What follows belongs to an exercise in optimizing a design on an open flow for small area and a short achievable clock period; a production flow would make more cautious choices. Only simulation tests tie the RTL to the original design; equivalence was not proved.

run A:
## ntt4point
module ntt4point(
    input clk, rst,
    input [15:0] in0, in1, in2, in3,
    output [15:0] out0, out1, out2, out3
);
export LEC_CHECK = 0
export CAP_MARGIN = 20
export CORE_MARGIN = 2
export CORE_UTILIZATION = 40
export SLEW_MARGIN = 20
export SYNTH_ARGS = -noabc
export SYNTH_KEEP_MODULES = ntt_fa
export BUFFER_PORTS_ARGS = -buffer_cell sky130_fd_sc_hd__buf_1
export CTS_BUF_LIST = sky130_fd_sc_hd__clkbuf_8
export SETUP_SLACK_MARGIN = 39.4
create_clock -name core_clock -period 60.0 [get_ports {clk}]
standard.sh (not shown) runs the stock make flow with config.mk's settings and CLKGATE_MAP_FILE= SYNTH_SCRIPT=/design/flow/synth_recipe.tcl, a recipe that flattens the netlist after the stock synthesis.
==> flow/flow/run.sh <==
#!/bin/bash
set -euo pipefail
cd "$(dirname "$0")/.."
cat >> config.mk <<'EOC'
export SYNTH_ARGS = -noabc
export SYNTH_KEEP_MODULES = ntt_fa
export DONT_USE_CELLS += sky130_fd_sc_hd__ha_1
export BUFFER_PORTS_ARGS = -buffer_cell sky130_fd_sc_hd__buf_1
export CTS_BUF_LIST = sky130_fd_sc_hd__clkbuf_8
export SETUP_SLACK_MARGIN = 39.4
EOC
bash standard.sh > standard_flow.log 2>&1
Run A: done, clean on timing, DRC and antenna
Edits applied to the flow inputs when going from run A to run B:
==> flow/flow/run.sh <==
#!/bin/bash
set -euo pipefail
cd "$(dirname "$0")/.."
cat >> config.mk <<'EOC'
export SYNTH_ARGS = -noabc
export SYNTH_KEEP_MODULES = ntt_fa
export BUFFER_PORTS_ARGS = -buffer_cell sky130_fd_sc_hd__buf_1
export SETUP_SLACK_MARGIN = 39.8
EOC
bash standard.sh > standard_flow.log 2>&1
--- a/flow/config.mk
+++ b/flow/config.mk
@@ -9,3 +9,3 @@
 export CORE_MARGIN = 2
-export CORE_UTILIZATION = 40
+export CORE_UTILIZATION = 55
 export SLEW_MARGIN = 20
@@ -13,5 +13,3 @@
 export SYNTH_KEEP_MODULES = ntt_fa
-export DONT_USE_CELLS += sky130_fd_sc_hd__ha_1
 export BUFFER_PORTS_ARGS = -buffer_cell sky130_fd_sc_hd__buf_1
-export CTS_BUF_LIST = sky130_fd_sc_hd__clkbuf_8
-export SETUP_SLACK_MARGIN = 39.4
+export SETUP_SLACK_MARGIN = 39.8
==> run notes <==
- In terms of number of instances in the synthesized netlist, run B and run A differ only marginally.
- On run B: CTS clock-pin slew for the worst setup and hold paths is 20 ps lower than what run A gave.
- Of the two values seen for destination of the critical timing path, r3[9] was produced by run A and r0[9] by run B.
- Wire length, run B vs run A: down slightly
- Run B against run A: number of antenna violations at the first check in global routing picked up an extra 2, adder-cell area share of the yosys netlist picked up an extra 6.4 points, die area lost about 26%.
- Smallest setup slack after layout: run B vs run A up 380 ps
- Run B against run A; first-pass GRT wire length is down by a few percent.
Edits applied to the flow inputs when going from run B to run C:
- CORE_UTILIZATION changed from 55 to 40
- CTS_BUF_LIST newly set to sky130_fd_sc_hd__clkbuf_8
--- a/flow/flow/run.sh
+++ b/flow/flow/run.sh
@@ -7,2 +7,3 @@
 export BUFFER_PORTS_ARGS = -buffer_cell sky130_fd_sc_hd__buf_1
+export CTS_BUF_LIST = sky130_fd_sc_hd__clkbuf_8
 export SETUP_SLACK_MARGIN = 39.8
Results
Run C -> run B: DRC violations left delta 0, exact match. Compared with run B, in run C met1 routed wirelength after detailed routing saw a decrease; share of the clock period used by the worst path ~0 delta; average wire per cell in the routed design went down; top fanout value on the critical path down 4; final wirelength decreased about 2.2%.
What run D does differently from run C at the input level:
--- a/flow/flow/run.sh
+++ b/flow/flow/run.sh
@@ -6,5 +6,6 @@
 export SYNTH_KEEP_MODULES = ntt_fa
+export DONT_USE_CELLS += sky130_fd_sc_hd__ha_1
 export BUFFER_PORTS_ARGS = -buffer_cell sky130_fd_sc_hd__buf_1
 export CTS_BUF_LIST = sky130_fd_sc_hd__clkbuf_8
-export SETUP_SLACK_MARGIN = 39.8
+export SETUP_SLACK_MARGIN = 38.6
 EOC
--- a/flow/config.mk
+++ b/flow/config.mk
@@ -13,4 +13,5 @@
 export SYNTH_KEEP_MODULES = ntt_fa
+export DONT_USE_CELLS += sky130_fd_sc_hd__ha_1
 export BUFFER_PORTS_ARGS = -buffer_cell sky130_fd_sc_hd__buf_1
 export CTS_BUF_LIST = sky130_fd_sc_hd__clkbuf_8
-export SETUP_SLACK_MARGIN = 39.8
+export SETUP_SLACK_MARGIN = 38.6
[summary]
Looking at cell with the biggest individual delay on the critical path, the buf_1 result is from run D; the or4b_4 one comes from run C. Number of buffers and inverters on the critical path, run C and run D: higher on run D. Diff run C and run D: via count of the first global-routing pass lower in run C. In run D the die area turned out 1.5% lower than in run C. Comparing run C and run D, the higher worst slew margin relative to its limit is on run C.
Inputs modified between run D and run E:
==> flow/flow/run.sh <==
#!/bin/bash
set -euo pipefail
cd "$(dirname "$0")/.."
cat >> config.mk <<'EOC'
export SYNTH_ARGS = -noabc
export SYNTH_KEEP_MODULES = ntt_fa
export BUFFER_PORTS_ARGS = -buffer_cell sky130_fd_sc_hd__buf_1
export SETUP_SLACK_MARGIN = 40.3
EOC
bash standard.sh > standard_flow.log 2>&1
--- a/flow/config.mk
+++ b/flow/config.mk
@@ -13,5 +13,3 @@
 export SYNTH_KEEP_MODULES = ntt_fa
-export DONT_USE_CELLS += sky130_fd_sc_hd__ha_1
 export BUFFER_PORTS_ARGS = -buffer_cell sky130_fd_sc_hd__buf_1
-export CTS_BUF_LIST = sky130_fd_sc_hd__clkbuf_8
-export SETUP_SLACK_MARGIN = 38.6
+export SETUP_SLACK_MARGIN = 40.3
## What came out
Run E finished end to end and its layout was clean on timing, DRC and antenna. Run E: required time reported for the critical path endpoint is 30 ps lower than what run D reported. Relative to run D, run E degrades cell area. A uppermost layer routed of met5 is what run E shows, while met4 belongs to run D. Run E vs run D: total routed wire length on the met1 layer down by a few percent. Against run D as the reference, run E delivers a lower final cycle utilization of the critical path. Higher number of well-tap cells placed goes to run E over run D.

-- re-timing with driven ports --
In the flow no input, the clock included, has a driving cell. The finished layouts below were timed again as built, in two steps. Step 1 sets driving cells, clkbuf_16 on the clock port and buf_2 on the other inputs (assumed; they add their load-dependent delay and slew). Step 2 also shifts input and output timing later by t, the mid clock arrival at the registers, as if the neighbouring blocks saw the same clock. Slacks: ideal / step 1 / step 2; pairs: ideal / step 1.
| run | t (ns) | slack for setup (ns) | latest minus earliest clock arrival (ns) | worst slew at a driven data input, ns | cell pins on the clock port's net |
|---|---|---|---|---|---|
| run A | 0.365 | 39.718 / 39.739 / 39.373 | 0.006 / 0.005 | 0.07 | 1 |
| run B | 0.339 | 40.099 / 40.119 / 39.780 | 0.011 / 0.011 | 0.07 | 1 |
| run C | 0.346 | 40.105 / 40.108 / 39.761 | 0.005 / 0.005 | 0.08 | 1 |
| run D | 0.367 | 39.089 / 39.105 / 38.738 | 0.004 / 0.004 | 0.07 | 1 |
| run E | 0.336 | 40.535 / 40.512 / 40.176 | 0.009 / 0.009 | 0.09 | 1 |
After both steps every run listed still meets setup and hold. For run E, which loses most, drivers alone change the setup slack by -0.023 ns; drivers and shift together by -0.359 ns.
